What follows belongs to an exercise in optimizing a design on an open flow for small area and a short achievable clock period; a production flow would make more cautious choices. RTL that was checked went through simulation tests only; none was proved equivalent to the original. Power figures rest on the tool's default switching activity, not on a simulated workload.

==> inputs of branch willow <==
Design saw2sin, start of the top module:
module saw2sin
( input  wire        i_clk
, input  wire [15:0] i_saw
, output logic [15:0] o_sin
);
clock: 70.0 ns
lec_check: 0
abc_area: 1
cap_margin: 20
core_margin: 2
core_utilization: 40
slew_margin: 20
standard.sh (not shown) runs the stock make flow with config.mk's settings and CLKGATE_MAP_FILE= SYNTH_SCRIPT=/design/flow/synth_recipe.tcl, a recipe that flattens the netlist after the stock synthesis.
==> flow/flow/run.sh <==
#!/bin/bash
# Own flow: the standard layout, with one change to synthesis: ABC maps the
# combinational logic with flow/abc_area.script (area-first mapping, then
# sizing) instead of ORFS's abc_area.script.  Everything else, including
# synth_recipe.tcl (-nofsm -noshare, flatten, rename), is the standard flow.
set -euo pipefail
rm -rf scripts_abc
cp -r "$FLOW_HOME/scripts" scripts_abc
cp flow/abc_area.script scripts_abc/abc_area.script
bash standard.sh SCRIPTS_DIR="$PWD/scripts_abc" synth > synth.log 2>&1
bash standard.sh "BUFFER_PORTS_ARGS=-buffer_cell sky130_fd_sc_hd__buf_1" finish > layout.log 2>&1
==> flow/flow/abc_area.script <==
strash
dch
map -a
topo
stime -c
buffer -c
upsize -c
dnsize -c
==> branch tundra (differences from branch willow) <==
--- a/flow/flow/run.sh
+++ b/flow/flow/run.sh
@@ -9,3 +9,3 @@
 cp flow/abc_area.script scripts_abc/abc_area.script
 bash standard.sh SCRIPTS_DIR="$PWD/scripts_abc" synth > synth.log 2>&1
-bash standard.sh "BUFFER_PORTS_ARGS=-buffer_cell sky130_fd_sc_hd__buf_1" finish > layout.log 2>&1
+bash standard.sh finish > layout.log 2>&1
==> flow/flow/abc_area.script (replaced) <==
strash
dch
map -a
topo
dnsize -c
==> branch maple (differences from branch willow) <==
==> flow/run.sh (new file) <==
#!/bin/bash
# synth_recipe.tcl (not shown) runs the flow's synth.tcl, then flattens the netlist and writes it again
# the make line also repeats each setting of config.mk as NAME=value (left out here)
make -C /OpenROAD-flow-scripts/flow DESIGN_CONFIG=/design/flow/config.mk WORK_HOME=/design/flow/orfs CLKGATE_MAP_FILE= SYNTH_SCRIPT=/design/flow/synth_recipe.tcl finish
removed: flow/flow/run.sh
removed: flow/flow/abc_area.script
removed: flow/standard.sh
==> impl_results.html <==
<table>
<tr><th>Metric</th><th>Value</th></tr>
<tr><th colspan="2">Status</th></tr>
<tr><td>Status</td><td>complete, no violations</td></tr>
<tr><th colspan="2">Power</th></tr>
<tr><td>Internal Pwr Total</td><td>0.106 mW</td></tr>
<tr><td>Net switching fraction of the power</td><td>50.3%</td></tr>
<tr><th colspan="2">Placed design</th></tr>
<tr><td>Minimum setup slack after placement</td><td>48.92 ns</td></tr>
<tr><td>Placed cell count</td><td>835</td></tr>
<tr><th colspan="2">Logic synthesis</th></tr>
<tr><td>Largest family of logic cells by synthesized area</td><td>simple AND/OR/NAND/NOR gates</td></tr>
<tr><td>Fraction of synthesized cell area in xor and xnor cells</td><td>9.34%</td></tr>
<tr><th colspan="2">Routing</th></tr>
<tr><td>Sum of met2 wire segment lengths after detailed routing</td><td>6.48 mm</td></tr>
<tr><th colspan="2">Finish</th></tr>
<tr><td>Multi-input gates</td><td>553</td></tr>
<tr><th colspan="2">GRT</th></tr>
<tr><td>Global-route usage over all layers</td><td>25.3%</td></tr>
</table>
# the run above: branch maple

==> impl_results.html <==
<table>
<tr><th>Metric</th><th>Value</th></tr>
<tr><th colspan="2">Logic synthesis</th></tr>
<tr><td>Fraction of synthesized cell area in xor and xnor cells</td><td>14.4%</td></tr>
<tr><td>Largest family of logic cells by synthesized area</td><td>adder cells</td></tr>
<tr><td>Fraction of synthesized area in multiplexers</td><td>0%</td></tr>
<tr><th colspan="2">Routing</th></tr>
<tr><td>Sum of met2 wire segment lengths after detailed routing</td><td>4.93 mm</td></tr>
<tr><th colspan="2">Power</th></tr>
<tr><td>Net switching fraction of the power</td><td>49.6%</td></tr>
<tr><td>Internal Pwr Total</td><td>0.123 mW</td></tr>
<tr><th colspan="2">Finish</th></tr>
<tr><td>Multi-input gates</td><td>404</td></tr>
<tr><th colspan="2">GRT</th></tr>
<tr><td>Initial antenna violation count</td><td>0</td></tr>
<tr><td>Global-route usage over all layers</td><td>23.6%</td></tr>
<tr><th colspan="2">Status</th></tr>
<tr><td>Status</td><td>complete, no violations</td></tr>
<tr><th colspan="2">Placed design</th></tr>
<tr><td>Minimum setup slack after placement</td><td>46.83 ns</td></tr>
<tr><td>Placed cell count</td><td>674</td></tr>
</table>
# the run above: branch tundra

==> impl_results.html <==
<table>
<tr><th>Metric</th><th>Value</th></tr>
<tr><th colspan="2">Placed design</th></tr>
<tr><td>Minimum setup slack after placement</td><td>48.38 ns</td></tr>
<tr><th colspan="2">Routing</th></tr>
<tr><td>Sum of met2 wire segment lengths after detailed routing</td><td>5.04 mm</td></tr>
<tr><td>Average vias per placed instance</td><td>5.55</td></tr>
<tr><th colspan="2">Logic synthesis</th></tr>
<tr><td>Fraction of synthesized cell area in xor and xnor cells</td><td>15.7%</td></tr>
<tr><td>Largest family of logic cells by synthesized area</td><td>adder cells</td></tr>
<tr><td>Yosys top cell area share</td><td>14.7%</td></tr>
<tr><th colspan="2">Clocking</th></tr>
<tr><td>Post-CTS Setup Repair Bufs</td><td>0</td></tr>
<tr><th colspan="2">GRT</th></tr>
<tr><td>Global-route usage over all layers</td><td>22.7%</td></tr>
<tr><th colspan="2">Status</th></tr>
<tr><td>Status</td><td>complete, no violations</td></tr>
<tr><th colspan="2">Finish</th></tr>
<tr><td>Fraction of layout cells with a size suffix above 1</td><td>9.07%</td></tr>
<tr><th colspan="2">STA</th></tr>
<tr><td>Final Setup Violations</td><td>0</td></tr>
<tr><th colspan="2">Power</th></tr>
<tr><td>Internal Pwr Total</td><td>0.116 mW</td></tr>
<tr><td>Net switching fraction of the power</td><td>50.9%</td></tr>
<tr><th colspan="2">Run</th></tr>
<tr><td>Max-capacitance violation count</td><td>0</td></tr>
</table>
# the run above: branch willow


==> 05-21 <==
saw2sin, a different RTL version from the one above (not shown whole).
export LEC_CHECK = 0
export ABC_AREA = 1
export CAP_MARGIN = 20
export CORE_MARGIN = 2
export CORE_UTILIZATION = 40
export SLEW_MARGIN = 20
export SYNTH_HIERARCHICAL = 1
create_clock -name core_clock -period 70.0 [get_ports {i_clk}]
==> flow/flow/run.sh <==
#!/bin/bash
# Own flow: the standard layout, with one change to synthesis: ABC maps the
# combinational logic with flow/abc_area.script (area-first mapping, then
# sizing) instead of ORFS's abc_area.script.  Everything else, including
# synth_recipe.tcl (-nofsm -noshare, flatten, rename), is the standard flow.
set -euo pipefail
rm -rf scripts_abc
cp -r "$FLOW_HOME/scripts" scripts_abc
cp flow/abc_area.script scripts_abc/abc_area.script
bash standard.sh SCRIPTS_DIR="$PWD/scripts_abc" synth > synth.log 2>&1
bash standard.sh SETUP_SLACK_MARGIN=53 "BUFFER_PORTS_ARGS=-buffer_cell sky130_fd_sc_hd__buf_1" finish > layout.log 2>&1
==> flow/flow/abc_area.script <==
strash
dch
map -a
topo
stime -c
buffer -c
upsize -c
dnsize -c
==> 02-12: changes against 05-21 <==
--- a/flow/flow/run.sh
+++ b/flow/flow/run.sh
@@ -8,4 +8,4 @@
 cp -r "$FLOW_HOME/scripts" scripts_abc
 cp flow/abc_area.script scripts_abc/abc_area.script
 bash standard.sh SCRIPTS_DIR="$PWD/scripts_abc" synth > synth.log 2>&1
-bash standard.sh SETUP_SLACK_MARGIN=53 "BUFFER_PORTS_ARGS=-buffer_cell sky130_fd_sc_hd__buf_1" finish > layout.log 2>&1
+bash standard.sh "BUFFER_PORTS_ARGS=-buffer_cell sky130_fd_sc_hd__buf_1" finish > layout.log 2>&1
==> 12-09: changes against 05-21 <==
--- a/flow/flow/run.sh
+++ b/flow/flow/run.sh
@@ -8,4 +8,4 @@
 cp -r "$FLOW_HOME/scripts" scripts_abc
 cp flow/abc_area.script scripts_abc/abc_area.script
 bash standard.sh SCRIPTS_DIR="$PWD/scripts_abc" synth > synth.log 2>&1
-bash standard.sh SETUP_SLACK_MARGIN=53 "BUFFER_PORTS_ARGS=-buffer_cell sky130_fd_sc_hd__buf_1" finish > layout.log 2>&1
+bash standard.sh SETUP_SLACK_MARGIN=50 "BUFFER_PORTS_ARGS=-buffer_cell sky130_fd_sc_hd__buf_1" finish > layout.log 2>&1
==> run summary <==
- Against 02-12, the sequential share of layout area of 12-09 is lower by 1.0 points.
- Against 05-21, the first-iteration DRC count of 12-09 is smaller by 10%.
- The highest fmax belongs to 12-09, the lowest to 02-12.
- In 12-09 the design area is higher than in 02-12, by about 16%.
- Against 12-09, the non-clock buffer count of 05-21 is higher by 44.
- In flip-flop and latch count, 05-21 and 02-12 do not differ.
- Worst setup slack: 12-09 > 05-21 > 02-12.

==> 08-23: inputs <==
Another version of the RTL of saw2sin (not shown whole).
==> flow/design.v (excerpt) <==
module saw2sin
( input  wire        i_clk
, input  wire [15:0] i_saw
, output logic [15:0] o_sin
);
export LEC_CHECK = 0
export ABC_AREA = 1
export CAP_MARGIN = 20
export CORE_MARGIN = 2
export CORE_UTILIZATION = 40
export SLEW_MARGIN = 20
export SYNTH_HIERARCHICAL = 1
create_clock -name core_clock -period 70.0 [get_ports {i_clk}]
==> flow/flow/run.sh <==
#!/bin/bash
# Own flow: the standard layout (standard.sh) with two changes.
#  1. Synthesis: ABC maps the combinational logic with flow/abc_area.script
#     (area-first mapping, then buffering and sizing) instead of ORFS's
#     abc_area.script.  It runs from a private copy of the ORFS scripts in
#     which only that file differs; synth_recipe.tcl (-nofsm -noshare,
#     flatten, rename) and everything else is the standard synthesis.
#  2. Layout: the port buffers that global placement inserts on every input
#     and output are sky130_fd_sc_hd__buf_1 cells.
# Each tool's full output goes to synth.log / layout.log here (and ORFS's own
# per-step logs under orfs/logs/).
set -euo pipefail
rm -rf scripts_abc
cp -r "$FLOW_HOME/scripts" scripts_abc
cp flow/abc_area.script scripts_abc/abc_area.script
bash standard.sh SCRIPTS_DIR="$PWD/scripts_abc" synth > synth.log 2>&1
bash standard.sh "BUFFER_PORTS_ARGS=-buffer_cell sky130_fd_sc_hd__buf_1" finish > layout.log 2>&1
Scripts as last shown in full above: flow/flow/abc_area.script
==> 11-20: changes against 08-23 <==
--- a/flow/flow/run.sh
+++ b/flow/flow/run.sh
@@ -14,4 +14,4 @@
 cp -r "$FLOW_HOME/scripts" scripts_abc
 cp flow/abc_area.script scripts_abc/abc_area.script
 bash standard.sh SCRIPTS_DIR="$PWD/scripts_abc" synth > synth.log 2>&1
-bash standard.sh "BUFFER_PORTS_ARGS=-buffer_cell sky130_fd_sc_hd__buf_1" finish > layout.log 2>&1
+bash standard.sh SETUP_SLACK_MARGIN=49.7 "BUFFER_PORTS_ARGS=-buffer_cell sky130_fd_sc_hd__buf_1" finish > layout.log 2>&1
==> notes <==
- In total power, 08-23 and 11-20 hardly differ.
- Of 08-23 and 11-20, 11-20 has the higher fmax (gap about 3.7%, measured against 11-20).
- Clock power is about the same in 11-20 and 08-23.
- In global-route usage, 08-23 and 11-20 hardly differ.
- Non-clock buffer count is the same in 08-23 and 11-20.
- In 08-23 the final area is smaller than in 11-20, by 1.4%.
- Between 08-23 and 11-20, the lower first-iteration DRC count is in 08-23 (gap 4.7%, measured against 11-20).
Function was not checked in any run of this note: the RTL went through the layout flow alone.

==> v15: inputs <==
saw2sin again, from the RTL that the note above started with.
clock: 70.0 ns
lec_check: 0
abc_area: 1
cap_margin: 20
core_margin: 2
core_utilization: 40
slew_margin: 20
synth_hierarchical: 1
==> flow/flow/run.sh <==
#!/bin/bash
# Own flow: the standard layout (standard.sh) with two changes.
#  1. Synthesis: ABC maps the combinational logic with flow/abc_area.script
#     (area-first mapping, then buffering and sizing) instead of ORFS's
#     abc_area.script.  It runs from a private copy of the ORFS scripts in
#     which only that file differs; synth_recipe.tcl (-nofsm -noshare,
#     flatten, rename) and everything else is the standard synthesis.
#  2. Layout: the port buffers that global placement inserts on every input
#     and output are sky130_fd_sc_hd__buf_1 cells.
# Each tool's full output goes to synth.log / layout.log here (and ORFS's own
# per-step logs under orfs/logs/).
set -euo pipefail
rm -rf scripts_abc
cp -r "$FLOW_HOME/scripts" scripts_abc
cp flow/abc_area.script scripts_abc/abc_area.script
bash standard.sh SCRIPTS_DIR="$PWD/scripts_abc" synth > synth.log 2>&1
bash standard.sh SETUP_SLACK_MARGIN=50.2 "BUFFER_PORTS_ARGS=-buffer_cell sky130_fd_sc_hd__buf_1" finish > layout.log 2>&1
Scripts as last shown in full above: flow/flow/abc_area.script
==> v7: changes against v15 <==
--- a/flow/design.v
+++ b/flow/design.v
@@ -754,76 +754,80 @@
 wire b_pp3_6 = (((bone[3] & c1[6]) | (btwo[3] & c1[5])) ^ bneg[3]);
 wire b_pp3_7 = (((bone[3] & c1[7]) | (btwo[3] & c1[6])) ^ bneg[3]);
 wire b_pp3_8 = ((btwo[3] & c1[7]) ^ bneg[3]);
 wire b_nneg3 = ~bneg[3];
 wire b_q0 = qn[0];
 wire b_q1 = qn[1];
 wire b_q2 = qn[2];
 wire b_q3 = qn[3];
-wire ws1, wc1;
-sin_fa u_ws1 (.a(b_pp0_5), .b(b_pp1_3), .c(b_pp2_1), .s(ws1), .co(wc1));
-wire ws2, wc2;
-sin_ha u_ws2 (.a(b_q0), .b(c0[0]), .s(ws2), .co(wc2));
-wire ws3, wc3;
-sin_fa u_ws3 (.a(b_pp0_6), .b(b_pp1_4), .c(b_pp2_2), .s(ws3), .co(wc3));
-wire ws4, wc4;
-sin_fa u_ws4 (.a(b_pp3_0), .b(b_q1), .c(c0[1]), .s(ws4), .co(wc4));
-wire ws5, wc5;
-sin_fa u_ws5 (.a(b_pp0_7), .b(b_pp1_5), .c(b_pp2_3), .s(ws5), .co(wc5));
-wire ws6, wc6;
-sin_fa u_ws6 (.a(b_pp3_1), .b(b_q2), .c(c0[2]), .s(ws6), .co(wc6));
-wire ws7, wc7;
-sin_fa u_ws7 (.a(b_pp0_8), .b(b_pp1_6), .c(b_pp2_4), .s(ws7), .co(wc7));
-wire ws8, wc8;
-sin_fa u_ws8 (.a(b_pp3_2), .b(b_q3), .c(c0[3]), .s(ws8), .co(wc8));
-wire ws9, wc9;
-sin_fa u_ws9 (.a(b_nneg0), .b(b_pp1_7), .c(b_pp2_5), .s(ws9), .co(wc9));
-wire ws10, wc10;
-sin_ha u_ws10 (.a(b_pp3_3), .b(c0[4]), .s(ws10), .co(wc10));
-wire ws11, wc11;
-sin_fa u_ws11 (.a(b_pp1_8), .b(b_pp2_6), .c(b_pp3_4), .s(ws11), .co(wc11));
-wire ws12, wc12;
-sin_fa u_ws12 (.a(b_nneg1), .b(b_pp2_7), .c(b_pp3_5), .s(ws12), .co(wc12));
-wire ws13, wc13;
-sin_fa u_ws13 (.a(b_pp2_8), .b(b_pp3_6), .c(c0[7]), .s(ws13), .co(wc13));
-wire ws14, wc14;
-sin_fa u_ws14 (.a(b_nneg2), .b(b_pp3_7), .c(c0[8]), .s(ws14), .co(wc14));
-wire ws15, wc15;
-sin_fa u_ws15 (.a(wc1), .b(wc2), .c(ws3), .s(ws15), .co(wc15));
-wire ws16, wc16;
-sin_fa u_ws16 (.a(wc3), .b(wc4), .c(ws5), .s(ws16), .co(wc16));
-wire ws17, wc17;
-sin_fa u_ws17 (.a(wc5), .b(wc6), .c(ws7), .s(ws17), .co(wc17));
-wire ws18, wc18;
-sin_fa u_ws18 (.a(wc7), .b(wc8), .c(ws9), .s(ws18), .co(wc18));
-wire ws19, wc19;
-sin_fa u_ws19 (.a(wc9), .b(wc10), .c(ws11), .s(ws19), .co(wc19));
-wire ws20, wc20;
-sin_fa u_ws20 (.a(wc11), .b(ws12), .c(c0[6]), .s(ws20), .co(wc20));
-wire ws21, wc21;
-sin_fa u_ws21 (.a(wc14), .b(b_pp3_8), .c(c0[9]), .s(ws21), .co(wc21));
-wire ws22, wc22;
-sin_fa u_ws22 (.a(wc15), .b(ws16), .c(ws6), .s(ws22), .co(wc22));
-wire ws23, wc23;
-sin_fa u_ws23 (.a(wc16), .b(ws17), .c(ws8), .s(ws23), .co(wc23));
-wire ws24, wc24;
-sin_fa u_ws24 (.a(wc17), .b(ws18), .c(ws10), .s(ws24), .co(wc24));
-wire ws25, wc25;
-sin_fa u_ws25 (.a(wc18), .b(ws19), .c(c0[5]), .s(ws25), .co(wc25));
-wire ws26, wc26;
-sin_fa u_ws26 (.a(wc20), .b(wc12), .c(ws13), .s(ws26), .co(wc26));
-wire ws27, wc27;
-sin_fa u_ws27 (.a(wc21), .b(b_nneg3), .c(c0[10]), .s(ws27), .co(wc27));
-wire ws28, wc28;
-sin_fa u_ws28 (.a(wc25), .b(wc19), .c(ws20), .s(ws28), .co(wc28));
-wire ws29, wc29;
-sin_fa u_ws29 (.a(wc26), .b(wc13), .c(ws14), .s(ws29), .co(wc29));
-wire [15:0] ra = {c0[15], c0[14], c0[13], c0[12], wc27, ws27, wc29, ws29, wc28, ws28, wc24, wc23, wc22, ws22, ws15, ws1};
-wire [15:0] rb = {1'b0, 1'b0, 1'b0, 1'b0, c0[11], 1'b0, ws21, 1'b0, ws26, 1'b0, ws25, ws24, ws23, 1'b0, ws4, ws2};
+wire hs1, hc2;
+sin_ha u_hs1 (.a(b_pp0_5), .b(b_pp1_3), .s(hs1), .co(hc2));
+wire fs3, fc4;
+sin_fa u_fs3 (.a(b_pp0_6), .b(b_pp1_4), .c(b_pp2_2), .s(fs3), .co(fc4));
+wire hs5, hc6;
+sin_ha u_hs5 (.a(b_pp3_0), .b(b_q1), .s(hs5), .co(hc6));
+wire fs7, fc8;
+sin_fa u_fs7 (.a(b_pp0_7), .b(b_pp1_5), .c(b_pp2_3), .s(fs7), .co(fc8));
+wire fs9, fc10;
+sin_fa u_fs9 (.a(b_pp3_1), .b(b_q2), .c(c0[2]), .s(fs9), .co(fc10));
+wire fs11, fc12;
+sin_fa u_fs11 (.a(b_pp0_8), .b(b_pp1_6), .c(b_pp2_4), .s(fs11), .co(fc12));
+wire fs13, fc14;
+sin_fa u_fs13 (.a(b_pp3_2), .b(b_q3), .c(c0[3]), .s(fs13), .co(fc14));
+wire fs15, fc16;
+sin_fa u_fs15 (.a(b_nneg0), .b(b_pp1_7), .c(b_pp2_5), .s(fs15), .co(fc16));
+wire hs17, hc18;
+sin_ha u_hs17 (.a(b_pp3_3), .b(c0[4]), .s(hs17), .co(hc18));
+wire fs19, fc20;
+sin_fa u_fs19 (.a(b_pp1_8), .b(b_pp2_6), .c(b_pp3_4), .s(fs19), .co(fc20));
+wire hs21, hc22;
+sin_ha u_hs21 (.a(b_nneg1), .b(b_pp2_7), .s(hs21), .co(hc22));
+wire hs23, hc24;
+sin_ha u_hs23 (.a(hs1), .b(b_pp2_1), .s(hs23), .co(hc24));
+wire fs25, fc26;
+sin_fa u_fs25 (.a(fs3), .b(hs5), .c(c0[1]), .s(fs25), .co(fc26));
+wire fs27, fc28;
+sin_fa u_fs27 (.a(fs7), .b(fs9), .c(fc4), .s(fs27), .co(fc28));
+wire fs29, fc30;
+sin_fa u_fs29 (.a(fs11), .b(fs13), .c(fc8), .s(fs29), .co(fc30));
+wire fs31, fc32;
+sin_fa u_fs31 (.a(fs15), .b(hs17), .c(fc12), .s(fs31), .co(fc32));
+wire fs33, fc34;
+sin_fa u_fs33 (.a(fs19), .b(c0[5]), .c(fc16), .s(fs33), .co(fc34));
+wire fs35, fc36;
+sin_fa u_fs35 (.a(hs21), .b(b_pp3_5), .c(c0[6]), .s(fs35), .co(fc36));
+wire fs37, fc38;
+sin_fa u_fs37 (.a(b_pp2_8), .b(b_pp3_6), .c(c0[7]), .s(fs37), .co(fc38));
+wire hs39, hc40;
+sin_ha u_hs39 (.a(b_nneg2), .b(b_pp3_7), .s(hs39), .co(hc40));
+wire hs41, hc42;
+sin_ha u_hs41 (.a(hs23), .b(b_q0), .s(hs41), .co(hc42));
+wire fs43, fc44;
+sin_fa u_fs43 (.a(fs25), .b(hc2), .c(hc24), .s(fs43), .co(fc44));
+wire fs45, fc46;
+sin_fa u_fs45 (.a(fs27), .b(hc6), .c(fc26), .s(fs45), .co(fc46));
+wire fs47, fc48;
+sin_fa u_fs47 (.a(fs29), .b(fc10), .c(fc28), .s(fs47), .co(fc48));
+wire fs49, fc50;
+sin_fa u_fs49 (.a(fs31), .b(fc14), .c(fc30), .s(fs49), .co(fc50));
+wire fs51, fc52;
+sin_fa u_fs51 (.a(fs33), .b(hc18), .c(fc32), .s(fs51), .co(fc52));
+wire fs53, fc54;
+sin_fa u_fs53 (.a(fs35), .b(fc20), .c(fc34), .s(fs53), .co(fc54));
+wire fs55, fc56;
+sin_fa u_fs55 (.a(fs37), .b(hc22), .c(fc36), .s(fs55), .co(fc56));
+wire fs57, fc58;
+sin_fa u_fs57 (.a(hs39), .b(c0[8]), .c(fc38), .s(fs57), .co(fc58));
+wire fs59, fc60;
+sin_fa u_fs59 (.a(b_pp3_8), .b(c0[9]), .c(hc40), .s(fs59), .co(fc60));
+wire hs61, hc62;
+sin_ha u_hs61 (.a(b_nneg3), .b(c0[10]), .s(hs61), .co(hc62));
+wire [15:0] ra = {c0[15], c0[14], c0[13], c0[12], c0[11], hs61, fs59, fs57, fs55, fs53, fs51, fs49, fs47, fs45, fs43, hs41};
+wire [15:0] rb = {1'b0, 1'b0, 1'b0, 1'b0, hc62, fc60, fc58, fc56, fc54, fc52, fc50, fc48, fc46, fc44, hc42, c0[0]};
 wire [15:0] z;
 wire [15:0] pg_g0 = ra & rb;
 wire [15:0] pg_p0 = ra ^ rb;
 wire pfx_g1 = pg_g0[1] | (pg_p0[1] & pg_g0[0]);
 wire pfx_p1 = pg_p0[1] & pg_p0[0];
 wire pfx_g2 = pg_g0[3] | (pg_p0[3] & pg_g0[2]);
 wire pfx_p2 = pg_p0[3] & pg_p0[2];
 wire pfx_g3 = pg_g0[5] | (pg_p0[5] & pg_g0[4]);
--- a/flow/flow/run.sh
+++ b/flow/flow/run.sh
@@ -9,9 +9,9 @@
 #     and output are sky130_fd_sc_hd__buf_1 cells.
 # Each tool's full output goes to synth.log / layout.log here (and ORFS's own
 # per-step logs under orfs/logs/).
 set -euo pipefail
 rm -rf scripts_abc
 cp -r "$FLOW_HOME/scripts" scripts_abc
 cp flow/abc_area.script scripts_abc/abc_area.script
 bash standard.sh SCRIPTS_DIR="$PWD/scripts_abc" synth > synth.log 2>&1
-bash standard.sh SETUP_SLACK_MARGIN=50.2 "BUFFER_PORTS_ARGS=-buffer_cell sky130_fd_sc_hd__buf_1" finish > layout.log 2>&1
+bash standard.sh "BUFFER_PORTS_ARGS=-buffer_cell sky130_fd_sc_hd__buf_1" finish > layout.log 2>&1
==> flow_summary.ini <==
[finish]
seqAreaFraction = 0.0819
postLayoutCoreUtil = 0.446
design.final.nets = 603

[placement]
dp_slack_ns = 49.20

[synth]
net_count_after_synthesis = 578

[outcome]
run_status = no timing/DRC/antenna violations

[global_route]
grt_first_pass_wirelength_mm = 17.3

[critical_path]
critical-path-max-stage-delay_ns = 0.66

[floorplan]
area_of_the_die_mm2 = 0.00983
Source of the figures above: v7

==> flow_summary.ini <==
[outcome]
run_status = no timing/DRC/antenna violations

[finish]
design.final.nets = 594
seqAreaFraction = 0.0798
postLayoutCoreUtil = 0.465

[floorplan]
floorplan.die.height_um = 98.0
chipWidth_um = 98.0
area_of_the_die_mm2 = 0.00960

[global_route]
grt_first_pass_wirelength_mm = 17.9
initial_antenna_violation_count = 0

[power_and_ir_drop]
p_sw_mw = 0.112

[worst_hold_path]
hold_depth = 2

[synth]
net_count_after_synthesis = 554

[sta]
tightestPinTransition_ns = 0.807
min_period_ns = 19.49
timing.final.hold_violations = 0
unrepaired_setup_endpoints_after_global_routing = no

[placement]
dp_slack_ns = 49.04

[critical_path]
critical-path-max-stage-delay_ns = 0.46
crit_required_ns = 70.12
Source of the figures above: v15

No functional check of the RTL was part of v15.

[port drivers added, routing unchanged]
The flow's constraints put no driver on any port. The routed layouts listed below were extracted and timed again, unchanged, in two steps.
Step 1 assumes that a clkbuf_16 drives the clock port and a buf_2 every other input.
Step 2, shift: input delay + t, output delay - t, t = (earliest + latest rising clock arrival at the registers) / 2. This alone moves slack from input paths to output paths.
Slacks: no drivers / after step 1 / after step 2; pairs: no drivers / after step 1.
| run | t, ns | setup slack, ns | worst data-port slew with drivers (ns) | cell pins on the clock port's net |
|---|---|---|---|---|
| branch willow | 0.259 | 48.612 / 48.615 / 48.357 | 0.03 | 1 |
| branch tundra | 0.263 | 46.984 / 46.981 / 46.718 | 0.03 | 1 |
| branch maple | 0.269 | 49.178 / 49.180 / 48.911 | 0.03 | 1 |
| 05-21 | 0.261 | 50.111 / 50.106 / 49.845 | 0.04 | 1 |
| 02-12 | 0.261 | 48.310 / 48.307 / 48.046 | 0.04 | 1 |
| 12-09 | 0.263 | 50.232 / 50.217 / 49.954 | 0.04 | 1 |
| 08-23 | 0.257 | 49.297 / 49.299 / 49.042 | 0.03 | 1 |
| 11-20 | 0.257 | 50.061 / 50.062 / 49.805 | 0.03 | 1 |
| v15 | 0.257 | 50.505 / 50.494 / 50.237 | 0.04 | 1 |
| v7 | 0.263 | 49.397 / 49.394 / 49.132 | 0.04 | 1 |
After both steps every run listed still meets setup and hold. The setup slack of 12-09, which loses most, moves by -0.015 ns with the drivers and by -0.278 ns with both steps.
